Source: an optimization exercise on an open RTL-to-GDS flow (aim: small area and a short achievable clock period). Production flows keep margins and buffers that such runs may drop. Function was checked by simulation only, so behaviour that the tests miss may differ from the original. Power and IR drop assume default switching activity.

==> flow/design.v (outline; a module is shown in full before it is edited, if it fits) <==
// module exe_mul: 1843 lines
// module exe_div: 3275 lines
// module exe_muldiv: 32 lines
module exe_muldiv
(
    input logic         clk, rst,
    input logic         wb_do_branch,
    input logic         ix_mul_valid,
    input logic[4:0]    ix_mul_rd,
    input logic[31:0]   ix_mul_rs1,
    input logic[31:0]   ix_mul_rs2,
    input logic[1:0]    ix_mul_op,
    input logic         ix_div_valid,
    input logic[4:0]    ix_div_rd,
    input logic[31:0]   ix_div_rs1,
    input logic[31:0]   ix_div_rs2,
    input logic[1:0]    ix_div_op,
    output logic        mul_valid,
    output logic[4:0]   mul_rd,
    output logic[31:0]  mul_result,
    output logic        div_valid,
    output logic[4:0]   div_rd,
    output logic[31:0]  div_result
);
  // ...
==> flow/run.sh <==
#!/bin/bash
# synth_recipe.tcl (not shown) runs the flow's synth.tcl, then flattens the netlist and writes it again
# the make line also repeats each setting of config.mk as NAME=value (left out here)
make -C /OpenROAD-flow-scripts/flow DESIGN_CONFIG=/design/flow/config.mk WORK_HOME=/design/flow/orfs CLKGATE_MAP_FILE= SYNTH_SCRIPT=/design/flow/synth_recipe.tcl finish
==> flow/config.mk <==
export PLATFORM = sky130hd
export DESIGN_NAME = exe_muldiv
export DESIGN_NICKNAME = exe_muldiv
export VERILOG_FILES = /design/flow/design.v
export SDC_FILE = /design/flow/constraint.sdc
export NUM_CORES = 4
export LEC_CHECK = 0
export ABC_AREA = 1
export CAP_MARGIN = 20
export CORE_MARGIN = 2
export CORE_UTILIZATION = 50
export SETUP_SLACK_MARGIN = 5
export SLEW_MARGIN = 20
==> flow/constraint.sdc <==
create_clock -name core_clock -period 9.5 [get_ports {clk}]
set_input_delay 1.9000 -clock core_clock [delete_from_list [all_inputs] [get_ports {clk}]]
set_output_delay 1.9000 -clock core_clock [all_outputs]
set_load 0.01 [all_outputs]
==> impl_metrics.py, run 1 <==
metrics = {
    "detailed_routing": {
        "dr_wl_met2_um": 129000,
        "vias": 79500,
        "final_antenna_net_count": 0,
        "drc": 0,
    },
    "place": {
        "routabilityCongestion": 0.929,
        "place_area_um2": 96400,
        "io_buffers": 222,
    },
    "sta": {
        "fin_crit_ps": 4530,
        "fin_ws_ps": 4970,
        "setup_viol": 0,
    },
    "setup_path": {
        "r2r_cells": 8,
        "critPathMaxFanout": 28,
        "crit_start": "mul.s1_neg_reg[12]$_DFF_P_",
        "cp_num_buf_inv": 2,
        "critPathSlowestCell": "dfxtp_2",
        "cp_top_family": "adder cells",
        "crit_type": "reg2reg",
        "r2r_slack_ps": 4970,
        "timing.rr.end": "mul.s2_t_reg[105]$_DFF_P_",
        "worst-path-stages": 8,
    },
    "cts": {
        "clk_pin_slew_ps": 70,
        "clock_latency_ps": 830,
        "cts.sinks": 1647,
        "cts-root-buf": "clkbuf_16",
    },
    "power_and_ir_drop": {
        "power_mw": 31.1,
        "powerComb_mw": 14.9,
        "clock_power_mw": 7.11,
        "internal_power_mw": 17.8,
    },
    "die": {
        "core_um2": 183000,
        "tap_cells": 2464,
        "io_pins": 223,
        "core.rowCount": 157,
    },
    "min_path": {
        "worstHoldStart": "div.q2_reg[4]$_DFF_P_",
    },
    "synth": {
        "synthTopCellsByCount": "nand2_1, dfxtp_1, inv_1, xor2_1, nor2_1",
        "synthTopCellsByArea": "dfxtp_1, nand2_1, fa_1",
        "synthCells": 11900,
    },
    "final_layout": {
        "fin_cells": 14800,
        "final_core_util": 0.570,
        "buffers": 400,
        "seq_cells": 1647,
        "area_growth_pct": 13.2,
        "area_share_clock_buf_inv": 0.0588,
    },
    "outcome": {
        "status": "finished clean",
    },
    "global_routing": {
        "antenna_found_initial": 10,
    },
}
==> inputs of run 2 (changes only) <==
--- a/flow/config.mk
+++ b/flow/config.mk
@@ -8,6 +8,6 @@
 export ABC_AREA = 1
 export CAP_MARGIN = 20
 export CORE_MARGIN = 2
-export CORE_UTILIZATION = 50
+export CORE_UTILIZATION = 40
 export SETUP_SLACK_MARGIN = 5
 export SLEW_MARGIN = 20
==> impl_metrics.py, run 2 <==
metrics = {
    "outcome": {
        "status": "finished clean",
    },
    "synth": {
        "synth_seq_cells": 1647,
        "syn_area_um2": 92200,
        "synthTopCellsByCount": "nand2_1, dfxtp_1, inv_1, xor2_1, nor2_1",
        "syn_area_per_cell_um2": 7.73,
        "synth_top_area_share": 0.358,
        "ys_types": 78,
        "yosys_warnings": 2,
        "synth_edf_count": 0,
        "synthCells": 11900,
        "synth_top_area_cell": "dfxtp_1",
        "synth.net_count": 12700,
        "synthArstFlopShare": 0,
        "synth_most_common_cell": "nand2_1",
        "synth_ff_type": "dfxtp_1",
        "synthTopCellsByArea": "dfxtp_1, nand2_1, fa_1",
        "yosysSeqAreaShare": 0.358,
    },
    "cts": {
        "cts.sinks": 1647,
        "cts_buffer_depth": 3,
        "cts-root-buf": "clkbuf_16",
        "hold_buffers": 0,
        "clk_pin_slew_ps": 60,
        "htree_levels": 4,
        "cts_tree": "done",
        "cts_made_buffers": 181,
        "clock_latency_ps": 900,
    },
    "setup_path": {
        "r2r_cells": 11,
        "crit_start": "mul.s1_neg_reg[7]$_DFF_P_",
        "crit_type": "reg2reg",
        "r2r_slack_ps": 5090,
        "critPathMaxFanout": 28,
        "critPathArrivalTime_ps": 5120,
        "reg2reg_from": "mul.s1_neg_reg[7]$_DFF_P_",
        "worstSetupStartpointType": "flop",
        "cp_data_required_time_ps": 10220,
        "end_kind": "flop",
        "timing.rr.end": "mul.s2_t_reg[111]$_DFF_P_",
    },
    "sta": {
        "fin_ws_ps": 5090,
        "fmax_mhz": 227,
        "fin_tns_setup_ps": 0,
        "finalHoldViolations": 0,
        "setup_viol": 0,
        "rsz0062_at_grt": "no",
        "finalClockSkew_ps": 113,
        "drv_slew": 0,
        "finalCritPeriodShare": 0.464,
        "slew_headroom": 0.225,
        "fin_crit_ps": 4410,
        "tightest_slew_ps": 1150,
    },
    "final_layout": {
        "seqCellArea_um2": 33000,
        "multi_input_area_um2": 51900,
        "largest_reg_flops": 186,
        "fill_cells": 22300,
        "layout_commonest_cell": "nand2_1",
        "layout_common_cells": "nand2_1, dfxtp_1, inv_1",
        "drive_above_1_share": 0.0802,
        "nNetsFinal": 12900,
        "fin_cells": 15300,
        "area_growth_pct": 14.5,
    },
    "detailed_routing": {
        "vias": 79300,
        "via_per_inst": 5.17,
        "drc": 0,
        "routed_wl_um": 270000,
        "first_pass_iters": 6,
        "wire_per_inst_um": 17.6,
        "final_antenna_net_count": 0,
        "drt_iter0_drc": 6193,
    },
    "global_routing": {
        "grt_max_degree": 47,
        "antenna_found_initial": 29,
        "grt_pass1_vias": 78000,
        "grtUsageTotal": 0.225,
        "grt_first_pass_wirelength_um": 421000,
        "gr-total-overflow": 0,
    },
    "min_path": {
        "hold_depth": 0,
        "worstHoldStart": "div.q2_reg[4]$_DFF_P_",
        "min_to": "div.q3_reg[7]$_DFF_P_",
        "hold_path_class": "reg2reg",
    },
    "job": {
        "drv_cap": 0,
    },
    "place": {
        "dp.cells": 14900,
        "place_hpwl_um": 197000,
        "dpl_worst_slack_ps": 2870,
        "io_buffers": 222,
        "routabilityCongestion": 0.946,
    },
    "die": {
        "die_w_um": 484,
        "core_um2": 229000,
        "start_util": 0.402,
        "dieArea_um2": 234000,
        "io_pins": 223,
        "core.rowCount": 176,
        "die_h_um": 484,
    },
    "power_and_ir_drop": {
        "vdd_drop_max_mv": 0.263,
        "p_leak_nw": 50.5,
        "p_per_area_nw_per_um2": 296,
    },
}
run 2: cell types whose count changed in the layout (fill, tap and decap cells not counted), moves of 9 or more:
cell	previous run	this run
clkbuf_8	26	36
clkinv_16	3	15
clkinv_2	21	33
clkinvlp_4	25	14
dfxtp_1	1622	1632
dfxtp_2	24	15
inv_1	1602	1622
inv_2	69	54
run 2: power by group:
group	internal (mW)	switching [mW]	total (mW)
clock	4.34	3.05	7.39
sequential	8.19	0.877	9.07
combinational	5.47	9.35	14.8
total	18.0	13.3	31.3
run 2: timing repair:
action                                  4_1_cts  5_1_grt
pin swaps                                    13       49
buffers inserted                             16       59
resized for setup                            62      173
gates cloned                                  6        8
endpoints found under the setup margin      204      318
run 2: kinds of logic (layout without fill, tap and decap cells):
family | Yosys count | after routing | share of synthesized area
AOI/OAI and AO/OA | 1583 | 1591 | 0.106
xor gates and xnor gates | 944 | 944 | 0.0897
and+or+nand+nor | 5065 | 5068 | 0.238
buffers and inverters | 2085 | 2441 | 0.0892
DFF | 1647 | 1647 | 0.358
other | 0 | 10 | 0
muxes | 15 | 15 | 0.00183
adders and majority gates | 590 | 590 | 0.118
run 2: metrics by stage:
stage          total power, mW  cell area [um^2]   util  hold WS [ps]
5_1_grt                   33.7            106000  0.460           241
6_report                  31.3            106000  0.460           237
4_1_cts                   31.0            104000  0.454           227
3_3_place_gp              22.9             97100  0.423           309
3_5_place_dp              23.3             97100  0.423           312
2_1_floorplan             18.5             92200      -           310
run 2: cell type report:
| class | count | area share |
|---|---|---|
| antenna | 10 | 0.000237 |
| clock buffer | 238 | 0.0483 |
| clock inverter | 97 | 0.0134 |
| inverter | 1701 | 0.0607 |
| multi-input combinational | 8208 | 0.492 |
| sequential | 1647 | 0.313 |
| tap | 3026 | 0.0359 |
| timing repair buffer | 405 | 0.0368 |
run 2: worst max path at each step:
stage,endpoint,slack [ps],cells after the start
detailed placement,div.rn0_reg[30]$_DFF_P_,2870,19
global placement,div.rn0_reg[30]$_DFF_P_,2650,19
global route,div.rn4_reg[20]$_DFF_P_,4930,32
finish,mul.s2_t_reg[111]$_DFF_P_,5090,11
CTS,div.rn0_reg[30]$_DFF_P_,5000,20
floorplan,div.rn0_reg[30]$_DFF_P_,5040,18
run 2: layer usage:
layer	share of wire	routed length, um	vias to the layer above	global-route usage
met5	0.00040	107	-	0
met4	0.053	14200	20	0.108
met3	0.084	22800	783	0.0545
met2	0.45	121000	3030	0.366
met1	0.41	112000	36900	0.278
li1	-	-	38500	-
run 2: worst max-delay path: stages, from the launching register on:
cell     delay [ps]
dfxtp_1         890
inv_2            30
buf_4           370
xor2_1          270
fa_1            560
inv_1            60
fa_1            530
inv_1            60
fa_1            440
fa_1            490
fa_1            560
inv_1            40
==> inputs of run 3 (changes only) <==
--- a/flow/config.mk
+++ b/flow/config.mk
@@ -9,5 +9,7 @@
 export CAP_MARGIN = 20
 export CORE_MARGIN = 2
 export CORE_UTILIZATION = 40
+export CTS_CLUSTER_DIAMETER = 100
+export CTS_CLUSTER_SIZE = 30
 export SETUP_SLACK_MARGIN = 5
 export SLEW_MARGIN = 20
==> impl_metrics.py, run 3 <==
metrics = {
    "outcome": {
        "status": "finished clean",
    },
    "sta": {
        "fin_crit_ps": 4390,
        "fmax_mhz": 228,
        "slew_headroom": 0.216,
        "finalCritPeriodShare": 0.463,
        "tightest_slew_ps": 1170,
        "fin_tns_setup_ps": 0,
        "setup_viol": 0,
        "finalHoldViolations": 0,
        "fin_hold_ws_ps": 324,
        "finalClockSkew_ps": 60.7,
        "rsz0062_at_grt": "yes",
        "drv_slew": 0,
    },
    "synth": {
        "synthTopCellsByCount": "nand2_1, dfxtp_1, inv_1, xor2_1, nor2_1",
        "ys_types": 78,
        "synth_edf_count": 0,
        "yosysSeqAreaShare": 0.358,
        "syn_area_um2": 92200,
        "syn_area_per_cell_um2": 7.73,
        "yosys_warnings": 2,
        "synth_top_area_cell": "dfxtp_1",
        "synthArstFlopShare": 0,
        "synthTopCellsByArea": "dfxtp_1, nand2_1, fa_1",
        "synth_top_area_share": 0.358,
        "synth.net_count": 12700,
        "synth_ff_type": "dfxtp_1",
        "synth_most_common_cell": "nand2_1",
        "synth_seq_cells": 1647,
        "synthCells": 11900,
    },
    "detailed_routing": {
        "routed_wl_um": 267000,
        "drc": 0,
        "final_antenna_net_count": 0,
        "via_per_inst": 5.19,
        "first_pass_iters": 7,
        "wire_per_inst_um": 17.7,
        "vias": 78500,
        "drt_iter0_drc": 6157,
    },
    "final_layout": {
        "area_growth_pct": 10.5,
        "largest_reg_flops": 186,
        "layout_common_cells": "nand2_1, dfxtp_1, inv_1",
        "nNetsFinal": 12800,
        "drive_above_1_share": 0.0663,
        "layout_commonest_cell": "nand2_1",
        "fin_area_um2": 102000,
    },
    "die": {
        "die_h_um": 484,
        "die_w_um": 484,
        "core.rowCount": 176,
        "dieArea_um2": 234000,
        "core_um2": 229000,
        "start_util": 0.402,
        "io_pins": 223,
    },
    "cts": {
        "cts.sinks": 1647,
        "cts-root-buf": "clkbuf_16",
        "cts_tree": "done",
        "clk_pin_slew_ps": 110,
        "cts_buffer_depth": 3,
        "cts_made_buffers": 84,
        "htree_levels": 3,
        "clock_latency_ps": 780,
    },
    "place": {
        "place_area_um2": 97100,
        "io_buffers": 222,
        "routabilityCongestion": 0.946,
        "place_hpwl_um": 197000,
    },
    "setup_path": {
        "critPathArrivalTime_ps": 5080,
        "crit_type": "reg2reg",
        "end_kind": "flop",
        "critPathMaxFanout": 27,
        "cp_data_required_time_ps": 10190,
        "worstSetupStartpointType": "flop",
    },
    "global_routing": {
        "antenna_found_initial": 26,
        "grt_first_pass_wirelength_um": 417000,
        "grtUsageTotal": 0.222,
        "grt_max_degree": 47,
        "grt_pass1_vias": 76900,
        "gr-total-overflow": 0,
    },
    "job": {
        "drv_cap": 0,
    },
    "min_path": {
        "hold_path_class": "reg2reg",
    },
    "power_and_ir_drop": {
        "p_per_area_nw_per_um2": 278,
        "vdd_drop_max_mv": 0.262,
        "p_leak_nw": 48.7,
        "power_mw": 28.3,
    },
}
## run 3: cell counts after synthesis
Identical to the previous run, type by type.
## run 3: repair_timing
item,in CTS,in global routing
resized for setup,63,159
cloned,6,6
endpoints found under the setup margin,205,317
pin swaps,13,41
hold buffers,0,0
setup buffers,19,52
## run 3: cell families after synthesis
kind of cell / Yosys count / synth area share
xor gates and xnor gates: 944 / 0.0897
buffers and inverters: 2085 / 0.0892
and+or+nand+nor: 5065 / 0.238
DFF: 1647 / 0.358
muxes: 15 / 0.00183
AOI/OAI and AO/OA: 1583 / 0.106
adders and majority gates: 590 / 0.118
## run 3: cell type report
type	instances	area, um^2
timing repair buffer	399	3760
inverter	1701	6410
tap	3026	3790
clock buffer	88	2150
multi-input combinational	8208	51800
antenna	8	20.0
sequential	1647	33000
clock inverter	53	850
fill	22500	128000
## run 3: worst paths after layout
path                                           startpoint                        end  slack, ps  depth (start not counted)
worst max register to register  mul.s1_neg_reg[2]$_DFF_P_  mul.s2_t_reg[111]$_DFF_P_       5110                         10
worst max-delay path            mul.s1_neg_reg[2]$_DFF_P_  mul.s2_t_reg[111]$_DFF_P_       5110                         10
worst min register to register     div.q11_reg[6]$_DFF_P_     div.q12_reg[8]$_DFF_P_        320                          0
worst min-delay path               div.q11_reg[6]$_DFF_P_     div.q12_reg[8]$_DFF_P_        320                          0
## run 3: power by group
group          internal, mW  total [mW]  switching [mW]
clock network          1.85        4.42            2.57
registers              8.17        9.05           0.874
logic                  5.49        14.8            9.36
total                  15.5        28.3            12.8
## run 3: critical path, stage by stage, from the launching register on
cell	delay [ps]
dfxtp_1	830
inv_4	410
xor2_2	350
fa_1	600
inv_1	60
fa_1	480
inv_1	60
fa_1	440
fa_1	480
fa_1	560
inv_1	40
## run 3: per-layer routing
layer  up-vias  share of wire  track usage
met1     36600           0.42        0.277
met3       673          0.085       0.0487
met2      2924           0.45        0.364
li1      38200              -            -
met4        20          0.049        0.102
met5         -        0.00042            0
## run 3: through the flow
| step | util | setup WS [ps] | instances |
|---|---|---|---|
| CTS | 0.439 | 5000 | 15100 |
| finish | 0.444 | 5110 | 15100 |
| floorplan | - | 5040 | 11900 |
| detailed placement | 0.423 | 2870 | 14900 |
| global placement | 0.423 | 2650 | 14900 |
| global route | 0.444 | 4900 | 15100 |
==> inputs of run 4 (changes only) <==
--- a/flow/config.mk
+++ b/flow/config.mk
@@ -8,7 +8,7 @@
 export ABC_AREA = 1
 export CAP_MARGIN = 20
 export CORE_MARGIN = 2
-export CORE_UTILIZATION = 40
+export CORE_UTILIZATION = 50
 export CTS_CLUSTER_DIAMETER = 100
 export CTS_CLUSTER_SIZE = 30
 export SETUP_SLACK_MARGIN = 5
==> impl_metrics.py, run 4 <==
metrics = {
    "power_and_ir_drop": {
        "vdd_drop_max_mv": 0.244,
        "p_per_area_nw_per_um2": 278,
        "p_leak_nw": 48.5,
    },
    "die": {
        "core_um2": 183000,
        "core.rowCount": 157,
        "die_w_um": 433,
        "io_pins": 223,
        "die_h_um": 433,
        "start_util": 0.503,
        "dieArea_um2": 188000,
    },
    "cts": {
        "cts_made_buffers": 76,
        "cts-root-buf": "clkbuf_16",
        "hold_buffers": 0,
        "clock_latency_ps": 780,
        "cts_buffer_depth": 3,
        "clk_pin_slew_ps": 120,
        "cts.sinks": 1647,
        "cts_tree": "done",
        "htree_levels": 3,
    },
    "synth": {
        "synth.net_count": 12700,
        "synth_most_common_cell": "nand2_1",
        "synth_top_area_share": 0.358,
        "synth_top_area_cell": "dfxtp_1",
        "synthTopCellsByCount": "nand2_1, dfxtp_1, inv_1, xor2_1, nor2_1",
        "yosys_warnings": 2,
        "synth_ff_type": "dfxtp_1",
        "synth_seq_cells": 1647,
        "syn_area_um2": 92200,
        "yosysSeqAreaShare": 0.358,
        "ys_types": 78,
        "synth_edf_count": 0,
        "synthTopCellsByArea": "dfxtp_1, nand2_1, fa_1",
        "synthCells": 11900,
        "syn_area_per_cell_um2": 7.73,
        "synthArstFlopShare": 0,
    },
    "final_layout": {
        "drive_above_1_share": 0.0662,
        "layout_common_cells": "nand2_1, dfxtp_1, inv_1",
        "largest_reg_flops": 186,
        "layout_commonest_cell": "nand2_1",
        "nNetsFinal": 12800,
        "final_core_util": 0.551,
        "area_growth_pct": 9.41,
    },
    "place": {
        "place_hpwl_um": 204000,
        "routabilityCongestion": 0.929,
        "io_buffers": 222,
    },
    "min_path": {
        "hold_path_class": "reg2reg",
    },
    "job": {
        "drv_cap": 0,
    },
    "global_routing": {
        "gr-total-overflow": 0,
        "grtUsageTotal": 0.293,
        "antenna_found_initial": 13,
        "grt_pass1_vias": 75300,
        "grt_max_degree": 47,
        "grt_first_pass_wirelength_um": 427000,
    },
    "sta": {
        "fmax_mhz": 223,
        "fin_crit_ps": 4490,
        "slew_headroom": 0.189,
        "fin_hold_ws_ps": 319,
        "drv_slew": 0,
        "finalHoldViolations": 0,
        "rsz0062_at_grt": "no",
        "setup_viol": 0,
        "finalCritPeriodShare": 0.472,
        "fin_tns_setup_ps": 0,
        "tightest_slew_ps": 1200,
        "finalClockSkew_ps": 40.9,
    },
    "setup_path": {
        "cp_data_required_time_ps": 10190,
        "end_kind": "flop",
        "crit_top_cell": "fa_1",
        "worstSetupStartpointType": "flop",
        "critPathMaxFanout": 24,
        "path_cells": "inv_1 > buf_4 > o22ai_1 > xor2_1 > fa_1 > fa_1 > fa_1 > fa_1 > fa_1 > inv_1",
        "max_stage_delay_ps": 610,
        "critPathArrivalTime_ps": 5170,
        "crit_type": "reg2reg",
        "critPathSlowestCell": "fa_1",
    },
    "outcome": {
        "status": "finished clean",
    },
    "detailed_routing": {
        "first_pass_iters": 8,
        "drc": 0,
        "drt_iter0_drc": 5992,
        "vias": 78600,
        "wire_per_inst_um": 19.4,
        "via_per_inst": 5.40,
        "routed_wl_um": 282000,
        "final_antenna_net_count": 0,
    },
}
-- run 4: cell counts after synthesis --
No cell type changed its count.
-- run 4: timing repair --
action	CTS	global route
setup buffers	14	71
resized for setup	71	166
setup endpoints to repair	232	328
cloned	7	9
pin swaps	17	43
-- run 4: final timing paths --
path	from	endpoint	slack, ps	cells past startpoint
max	mul.s1_one_reg[9]$_DFF_P_	mul.s2_t_reg[114]$_DFF_P_	5010	10
min	div.q9_reg[19]$_DFF_P_	div.q10_reg[21]$_DFF_P_	320	0
max reg2reg	mul.s1_one_reg[9]$_DFF_P_	mul.s2_t_reg[114]$_DFF_P_	5010	10
min reg2reg	div.q9_reg[19]$_DFF_P_	div.q10_reg[21]$_DFF_P_	320	0
-- run 4: metal layers --
metal / global-route usage / share of wire / vias to the layer above
met4: 0.139 / 0.052 / 10
met2: 0.485 / 0.45 / 2893
met3: 0.0755 / 0.088 / 749
met1: 0.354 / 0.41 / 36700
li1: - / - / 38200
met5: 0 / 0.00070 / -
-- run 4: cell families after synthesis --
group	Yosys count	share of synthesized area
fa+ha+maj	590	0.118
mux	15	0.00183
flops	1647	0.358
compound gates	1583	0.106
xor+xnor	944	0.0897
simple gates	5065	0.238
buf+inv	2085	0.0892
-- run 4: report_power, final --
part / leakage, nW / switching (mW) / internal, mW
Clock: 1.19 / 2.42 / 1.61
Sequential: 13.8 / 0.903 / 8.18
Combinational: 33.5 / 9.46 / 5.46
Total: 48.5 / 12.8 / 15.3
-- run 4: worst max-delay path: cells and delay by family (launching register included) --
kind / cells / cell delay, ps
fa+ha+maj: 5 / 2650
buf+inv: 3 / 900
flops: 1 / 420
xor+xnor: 1 / 270
compound gates: 1 / 170
-- run 4: cell type report --
class	instances	area (um^2)
well taps	2464	3080
multi-input cells	8210	51900
repair inverters	1	5.00
fillers	17300	82200
clock buffers	80	1930
flip-flops and latches	1647	33000
repair buffers	402	3880
clock inverters	35	566
inverters	1701	6410
diodes	11	27.5
-- run 4: metrics by stage --
stage          worst slack [ps]  power (mW)  cell area (um^2)  instances
2_1_floorplan              5040        18.5             92200      11900
6_report                   5010        28.0            101000      14600
4_1_cts                    4990        27.6             99300      14500
3_3_place_gp               3150        23.2             96400      14300
5_1_grt                    4970        30.4            101000      14500
3_5_place_dp               3230        23.4             96400      14300

==> afterwards: timing with drivers on the ports <==
How much do the figures lean on ideal ports? The routed layouts below were timed once more, with nothing changed but the port constraints.
Step 1 assumes that a clkbuf_16 drives the clock port and a buf_2 every other input.
Step 2 times the ports against the registers' clock, not the clock port: input delays grow and output delays shrink by t, the midpoint of the rising clock arrivals with the driver on.
Slacks: no drivers / after step 1 / after step 2; pairs: no drivers / after step 1.
run	t, ns	slack for setup (ns)	worst slew at a driven data input, ns	cell pins on the clock port's net
run 1	0.899	4.965 / 4.965 / 4.344	0.15	1
run 2	0.927	5.091 / 5.091 / 4.426	0.15	1
run 3	0.835	5.106 / 5.106 / 4.435	0.14	1
run 4	0.849	5.012 / 5.012 / 4.477	0.15	1
After both steps setup and hold are still met in every run listed. For run 3, which loses most, drivers alone change the setup slack by 0.000 ns; drivers and shift together by -0.671 ns.
